This is an optimization exercise on Yosys and OpenROAD, whose aim is small area, not a production implementation. The RTL was checked by simulation tests, not by an equivalence proof against the original design. The clock port is modelled as an ideal driver, which makes a skipped or thinned clock tree look cheaper than it is; a real chip needs a root buffer or a tree. Power is estimated from default activity; no workload was simulated.

==> job 1461: inputs <==
==> flow/design.v <==
module top_motor(
    input i_clk, i_reset,
    input [2:0] i_button,
    output o_pwm,
    output [3:0] o_Led,
    output [7:0] o_font,
    output o_position
    );
    reg [6:0] r_div;
    wire w_tick = (r_div == 7'd99);    
    wire w_c13  = (r_div == 7'd62);    
    wire w_c26  = (r_div == 7'd102);   
    wire w_c39  = (r_div == 7'd60);    
    wire w_c49  = (r_div == 7'd67);    
    wire w_c89  = (r_div == 7'd93);    
    always @(posedge i_clk or posedge i_reset) begin
        if (i_reset) r_div <= 7'd12;
        else r_div <= {r_div[5:0], r_div[6] ^ r_div[0] ^ w_tick};
    end
    reg [49:1] r_ring_hi;
    reg r_ring_lo;
    wire [49:0] r_ring = {r_ring_hi, r_ring_lo};
    reg [2:1] r_state;    
    wire [2:0] w_state = {r_state, r_ring[0]};
    reg r_diff2;          
    reg r_carry;          
    reg r_clear;          
    reg [1:0] r_act;
    reg [3:0] r_level;    
    reg r_pwm;
    wire w_init = r_pwm & ~r_level[3];
    wire w_full = r_ring[46] & r_ring[42] & r_ring[41] & r_ring[40] & r_ring[37];           
    wire w_wrap = &{r_ring[49:47], r_ring[44:40]};                                          
    wire w_step = w_tick ? (i_button[0] ^ w_state[0]) :
                  w_c13  ? r_act[1] :
                  r_diff2;
    wire w_start_n = w_tick | w_c13 | w_c26;
    wire w_clear = w_start_n ? (w_step & w_full) :
                   w_c39 ? w_wrap :
                   w_c49 ? 1'b0 : r_clear;
    wire w_carry = w_start_n ? (w_step & ~w_full) :
                   w_c39 ? ~w_wrap :
                   w_c49 ? 1'b0 : r_carry;
    wire w_head_run = ~w_clear & (r_ring[49] ^ w_carry);
    wire w_head = (w_init & ~w_tick) ? w_c89 : w_head_run;
    wire [2:0] w_flip = {w_c26, w_c13, w_tick} & {3{w_start_n & w_step & w_full}};
    wire [2:0] w_release = w_flip & w_state;
    reg [3:0] w_next_level;
    always @(*) begin
        case (r_act)
            2'd1: w_next_level = {1'b1, r_level[3:1]};
            2'd2: w_next_level = {r_level[2:0], 1'b0};
            2'd3: w_next_level = 4'b0000;
            default: w_next_level = r_level;
        endcase
    end
    wire [9:0] w_q = {r_ring[1], r_ring[2], r_ring[3], r_ring[4], r_ring[5],
                      r_ring[6], r_ring[7], r_ring[8], r_ring[9], r_ring[10]};
    wire w_pwm_next = (w_next_level[3] & (w_q < 10'd300)) | (w_next_level[2] & (w_q < 10'd600)) |
                      (w_next_level[1] & (w_q < 10'd800)) | (w_next_level[0] & (w_q != 10'd999));
    always @(posedge i_clk or posedge i_reset) begin
        if (i_reset) begin
            r_ring_lo <= 1'b0;
            r_state <= 2'b00;
            r_act <= 2'd0;
            r_level <= 4'b0000;
            r_pwm <= 1'b1;
        end
        else begin
            r_ring_lo <= w_head;
            r_state <= r_state ^ w_flip[2:1];
            if (w_tick) begin
                r_act <= {i_button[1] ^ r_state[1], w_release[0]};
                r_level <= w_next_level;
                r_pwm <= w_pwm_next;
            end
            else if (w_c13) r_act[1] <= ~r_act[0] & w_release[1];
            else if (r_act == 2'd0 && w_release[2]) r_act <= 2'd3;
        end
    end
    always @(posedge i_clk) begin
        r_ring_hi <= {r_ring[48:1], r_ring[0] ^ w_flip[0]};
        r_carry <= w_carry & r_ring[49];
        r_clear <= w_clear;
        if (w_tick) r_diff2 <= i_button[2] ^ r_state[2];
    end
    wire t1 = r_level[3], t2 = r_level[2], t3 = r_level[1], t4 = r_level[0];
    wire l1 = t1 & ~t2;
    assign o_pwm = r_pwm & r_level[3];
    assign o_Led = r_level;
    assign o_font = {1'b1, ~t2, t1 & ~t4, l1 | t3, l1 | t4, t2 & ~t3, 1'b0, l1 | t4} | {8{i_reset}};
    assign o_position = 1'b0;
endmodule
==> flow/flow/run.sh <==
#!/bin/bash
# Own layout flow: the standard ORFS flow with four changes:
#  - synthesis maps the logic with an area-oriented ABC script (flow/abc.script)
#    instead of ORFS's speed script; the rest of the synthesis is unchanged;
#  - port buffers are the smallest buffer cell;
#  - the clock tree is a balanced two-level tree built by flow/clock_tree.tcl
#    (two clkbuf_16 leaf buffers under one clkbuf_2 root) in place of
#    TritonCTS's H-tree; the rest of ORFS's CTS step (timing repair,
#    detailed placement) runs as usual.
# Every make run writes its full output to a log file in the work folder.
set -euo pipefail
W=$PWD
rm -rf "$W/scripts_area" "$W/scripts_cts"
cp -r "$FLOW_HOME/scripts" "$W/scripts_area"
cp "$W/flow/abc.script" "$W/scripts_area/abc_speed.script"
cp -r "$FLOW_HOME/scripts" "$W/scripts_cts"
python3 - "$W/scripts_cts/cts.tcl" "$W/flow/clock_tree.tcl" <<'PY'
import sys
path, tree = sys.argv[1], sys.argv[2]
t = open(path).read()
old = "log_cmd clock_tree_synthesis {*}$cts_args\n"
assert old in t
t = t.replace(old, "source %s\nbuild_tree 2 sky130_fd_sc_hd__clkbuf_16 sky130_fd_sc_hd__clkbuf_2\nset_propagated_clock [all_clocks]\n" % tree)
open(path, "w").write(t)
PY

bash standard.sh synth SCRIPTS_DIR="$W/scripts_area" > "$W/log_1_synth.txt" 2>&1
bash standard.sh floorplan place \
  BUFFER_PORTS_ARGS="-buffer_cell sky130_fd_sc_hd__buf_1" > "$W/log_2_place.txt" 2>&1
bash standard.sh cts SCRIPTS_DIR="$W/scripts_cts" > "$W/log_3_cts.txt" 2>&1
bash standard.sh finish > "$W/log_4_finish.txt" 2>&1
==> flow/flow/abc.script <==
strash
&get -n
&deepsyn -T 20
&put
&get -n
&dch -f
&nf -a -R 1000 -p -C 32
&put
strash
&get -n
&dch -f
&nf -a -R 1000 -p -C 32
&put
topo
==> flow/flow/clock_tree.tcl <==
# Two-level clock tree built by hand, in place of TritonCTS's H-tree: the
# clock sinks are split into k clusters of nearly equal size (a capacitated
# k-means on their placed positions), each cluster gets one leaf buffer at its
# centroid, and one root buffer at the centroid of the leaves is the only
# cell the clock port drives. The tree is balanced: every sink is two buffers
# from the port. Detailed placement legalizes the new buffers afterwards.
proc build_tree {k leafcell rootcell} {
  set block [ord::get_db_block]
  set clk_net [$block findNet i_clk]
  set sinks {}
  foreach it [$clk_net getITerms] { lappend sinks $it }
  set pts {}
  foreach it $sinks {
    set bb [[$it getInst] getBBox]
    lappend pts [list [expr {([$bb xMin] + [$bb xMax]) / 2.0}] [expr {([$bb yMin] + [$bb yMax]) / 2.0}]]
  }
  set n [llength $pts]
  # init centers: spread by sorting on x+y
  set idx [lsort -integer -indices [lmap p $pts {expr {int([lindex $p 0] + [lindex $p 1])}}]]
  set centers {}
  for {set c 0} {$c < $k} {incr c} {
    lappend centers [lindex $pts [lindex $idx [expr {int(($c + 0.5) * $n / $k)}]]]
  }
  set cap [expr {int(ceil(double($n) / $k))}]
  for {set iter 0} {$iter < 30} {incr iter} {
    # capacitated assignment: greedy by distance
    set pairs {}
    for {set i 0} {$i < $n} {incr i} {
      set p [lindex $pts $i]
      for {set c 0} {$c < $k} {incr c} {
        set q [lindex $centers $c]
        lappend pairs [list [expr {abs([lindex $p 0]-[lindex $q 0]) + abs([lindex $p 1]-[lindex $q 1])}] $i $c]
      }
    }
    set pairs [lsort -real -index 0 $pairs]
    set assign [lrepeat $n -1]; set cnt [lrepeat $k 0]
    foreach pr $pairs {
      lassign $pr d i c
      if {[lindex $assign $i] >= 0 || [lindex $cnt $c] >= $cap} continue
      lset assign $i $c; lset cnt $c [expr {[lindex $cnt $c] + 1}]
    }
    set sx [lrepeat $k 0.0]; set sy [lrepeat $k 0.0]
    for {set i 0} {$i < $n} {incr i} {
      set c [lindex $assign $i]; set p [lindex $pts $i]
      lset sx $c [expr {[lindex $sx $c] + [lindex $p 0]}]; lset sy $c [expr {[lindex $sy $c] + [lindex $p 1]}]
    }
    set centers {}
    for {set c 0} {$c < $k} {incr c} { lappend centers [list [expr {[lindex $sx $c] / max(1,[lindex $cnt $c])}] [expr {[lindex $sy $c] / max(1,[lindex $cnt $c])}]] }
  }
  set rmaster [[ord::get_db] findMaster $rootcell]
  set lmaster [[ord::get_db] findMaster $leafcell]
  set root [odb::dbInst_create $block $rmaster clkbuf_root]
  set rnet [odb::dbNet_create $block clknet_root]
  $rnet setSigType CLOCK
  [$root findITerm A] connect $clk_net
  [$root findITerm X] connect $rnet
  set rx 0; set ry 0
  for {set c 0} {$c < $k} {incr c} {
    set leaf [odb::dbInst_create $block $lmaster clkbuf_leaf_$c]
    set lnet [odb::dbNet_create $block clknet_leaf_$c]
    $lnet setSigType CLOCK
    [$leaf findITerm A] connect $rnet
    [$leaf findITerm X] connect $lnet
    set q [lindex $centers $c]
    $leaf setLocation [expr {int([lindex $q 0])}] [expr {int([lindex $q 1])}]
    $leaf setPlacementStatus PLACED
    set rx [expr {$rx + [lindex $q 0]}]; set ry [expr {$ry + [lindex $q 1]}]
    for {set i 0} {$i < $n} {incr i} {
      if {[lindex $assign $i] == $c} { set it [lindex $sinks $i]; $it disconnect; $it connect $lnet }
    }
  }
  $root setLocation [expr {int($rx / $k)}] [expr {int($ry / $k)}]
  $root setPlacementStatus PLACED
}
==> flow/standard.sh <==
#!/bin/bash
# synth_recipe.tcl (not shown) runs the flow's synth.tcl, then flattens the netlist and writes it again
# the make line also repeats each setting of config.mk as NAME=value (left out here)
make -C /OpenROAD-flow-scripts/flow DESIGN_CONFIG=/design/flow/config.mk WORK_HOME=/design/flow/orfs CLKGATE_MAP_FILE= SYNTH_SCRIPT=/design/flow/synth_recipe.tcl "${@:-finish}"
==> flow/config.mk <==
export PLATFORM = sky130hd
export DESIGN_NAME = top_motor
export DESIGN_NICKNAME = top_motor
export VERILOG_FILES = /design/flow/design.v
export SDC_FILE = /design/flow/constraint.sdc
export NUM_CORES = 4
export LEC_CHECK = 0
export CAP_MARGIN = 20
export CORE_MARGIN = 2
export CORE_UTILIZATION = 45
export PLACE_DENSITY = 0.8
export SLEW_MARGIN = 20
==> flow/constraint.sdc <==
create_clock -name core_clock -period 10.0 [get_ports {i_clk}]
set_input_delay 2.0000 -clock core_clock [delete_from_list [all_inputs] [get_ports {i_clk}]]
set_output_delay 2.0000 -clock core_clock [all_outputs]
set_load 0.01 [all_outputs]
==> job 5775 (differences from job 1461) <==
--- a/flow/design.v
+++ b/flow/design.v
@@ -21,18 +21,18 @@
     reg r_ring_lo;
     wire [49:0] r_ring = {r_ring_hi, r_ring_lo};
+    reg r_init;           
     reg [2:1] r_state;    
     wire [2:0] w_state = {r_state, r_ring[0]};
-    reg r_diff2;          
+    reg [2:1] r_diff;     
     reg r_carry;          
     reg r_clear;          
-    reg [1:0] r_act;
+    reg [1:0] r_act;      
     reg [3:0] r_level;    
     reg r_pwm;
-    wire w_init = r_pwm & ~r_level[3];
     wire w_full = r_ring[46] & r_ring[42] & r_ring[41] & r_ring[40] & r_ring[37];           
     wire w_wrap = &{r_ring[49:47], r_ring[44:40]};                                          
     wire w_step = w_tick ? (i_button[0] ^ w_state[0]) :
-                  w_c13  ? r_act[1] :
-                  r_diff2;
+                  w_c13  ? r_diff[1] :
+                  r_diff[2];
     wire w_start_n = w_tick | w_c13 | w_c26;
     wire w_clear = w_start_n ? (w_step & w_full) :
@@ -43,5 +43,5 @@
                    w_c49 ? 1'b0 : r_carry;
     wire w_head_run = ~w_clear & (r_ring[49] ^ w_carry);
-    wire w_head = (w_init & ~w_tick) ? w_c89 : w_head_run;
+    wire w_head = (r_init & ~w_tick) ? w_c89 : w_head_run;
     wire [2:0] w_flip = {w_c26, w_c13, w_tick} & {3{w_start_n & w_step & w_full}};
     wire [2:0] w_release = w_flip & w_state;
@@ -62,8 +62,9 @@
         if (i_reset) begin
             r_ring_lo <= 1'b0;
+            r_init <= 1'b1;
             r_state <= 2'b00;
             r_act <= 2'd0;
             r_level <= 4'b0000;
-            r_pwm <= 1'b1;
+            r_pwm <= 1'b0;
         end
         else begin
@@ -71,10 +72,13 @@
             r_state <= r_state ^ w_flip[2:1];
             if (w_tick) begin
-                r_act <= {i_button[1] ^ r_state[1], w_release[0]};
+                r_init <= 1'b0;
+                r_act <= w_release[0] ? 2'd1 : 2'd0;
                 r_level <= w_next_level;
                 r_pwm <= w_pwm_next;
             end
-            else if (w_c13) r_act[1] <= ~r_act[0] & w_release[1];
-            else if (r_act == 2'd0 && w_release[2]) r_act <= 2'd3;
+            else if (r_act == 2'd0) begin
+                if (w_release[1]) r_act <= 2'd2;
+                else if (w_release[2]) r_act <= 2'd3;
+            end
         end
     end
@@ -83,9 +87,9 @@
         r_carry <= w_carry & r_ring[49];
         r_clear <= w_clear;
-        if (w_tick) r_diff2 <= i_button[2] ^ r_state[2];
+        if (w_tick) r_diff <= i_button[2:1] ^ r_state;
     end
     wire t1 = r_level[3], t2 = r_level[2], t3 = r_level[1], t4 = r_level[0];
     wire l1 = t1 & ~t2;
-    assign o_pwm = r_pwm & r_level[3];
+    assign o_pwm = r_pwm;
     assign o_Led = r_level;
     assign o_font = {1'b1, ~t2, t1 & ~t4, l1 | t3, l1 | t4, t2 & ~t3, 1'b0, l1 | t4} | {8{i_reset}};
==> flow/flow/abc.script (replaced) <==
strash
&get -n
&deepsyn -T 20
&put
&get -n
&dch -f
&nf -a -R 1000
&put
strash
&get -n
&dch -f
&nf -a -R 1000
&put
topo
--- a/flow/config.mk
+++ b/flow/config.mk
@@ -8,5 +8,5 @@
 export CAP_MARGIN = 20
 export CORE_MARGIN = 2
-export CORE_UTILIZATION = 45
+export CORE_UTILIZATION = 55
 export PLACE_DENSITY = 0.8
 export SLEW_MARGIN = 20
==> notes.md <==
In synthesized cell count, job 5775 and job 1461 do not differ. Against job 5775, the design area of job 1461 is smaller by 1.4%. Job 5775 produced a clean layout. Job 1461 produced a clean layout. Synthesized area: job 5775 is higher than job 1461 (2.1%). In job 5775 the sequential power is larger than in job 1461, by about 3%. Sequential share of layout area: job 5775 is higher than job 1461 (1.5 points). Total power: job 5775 is higher than job 1461 (about 3.5%). Clock power: job 5775 is higher than job 1461 (about 5%).
==> figures <==
metric                                               job 1461       job 5775
Power density over cell area                       177 nW/µm²     181 nW/µm²
Final worst slack                                     4.95 ns        4.90 ns
Routed wire length                                    3.02 mm        3.11 mm
Met1 usage                                              18.1%          22.9%
Fraction of met2 tracks used by global routing          21.0%          25.5%
Sequential cell area in the final layout             1480 µm²       1540 µm²
Endpoint arrival time on the critical path            3.05 ns        3.10 ns
Overall die area                                     5160 µm²       4360 µm²
Met3 layer usage reported by global route               1.41%         0.681%
Cells on worst reg2reg path                                11              9
Non-clock inverter count                                    7              5
Endpoint of the worst hold path                 r_ring_hi[18]  r_ring_hi[46]
Area growth, synth to finish                            6.10%          5.44%
GRT Util Overall                                        12.5%          15.3%
Run status                   no timing/DRC/antenna violations  no timing/DRC/antenna violations
Area occupied by multi-input gates                    512 µm²        500 µm²
No run of this note takes its clock network from TritonCTS; it comes from the design's own scripts or RTL.

## port drivers added, routing unchanged
Ports are ideal in the flow. The routed layouts listed here were re-timed in OpenROAD.
Step 1 assumes that a clkbuf_16 drives the clock port and a buf_2 every other input.
Step 2, shift: input delay + t, output delay - t, t = (earliest + latest rising clock arrival at the registers) / 2. This alone moves slack from input paths to output paths.
Slacks: ideal / step 1 / step 2; pairs: ideal / step 1.
run | t (ns) | setup WS [ns] | clock arrival spread, ns | pins driven straight from the clock port
job 1461 | 0.392 | 4.946 / 4.924 / 4.924 | 0.011 / 0.010 | 1
job 5775 | 0.394 | 4.900 / 4.857 / 4.857 | 0.008 / 0.009 | 1
After both steps setup and hold are still met in every run listed. The setup slack of job 5775, which loses most, moves by -0.043 ns with the drivers and by -0.043 ns with both steps.
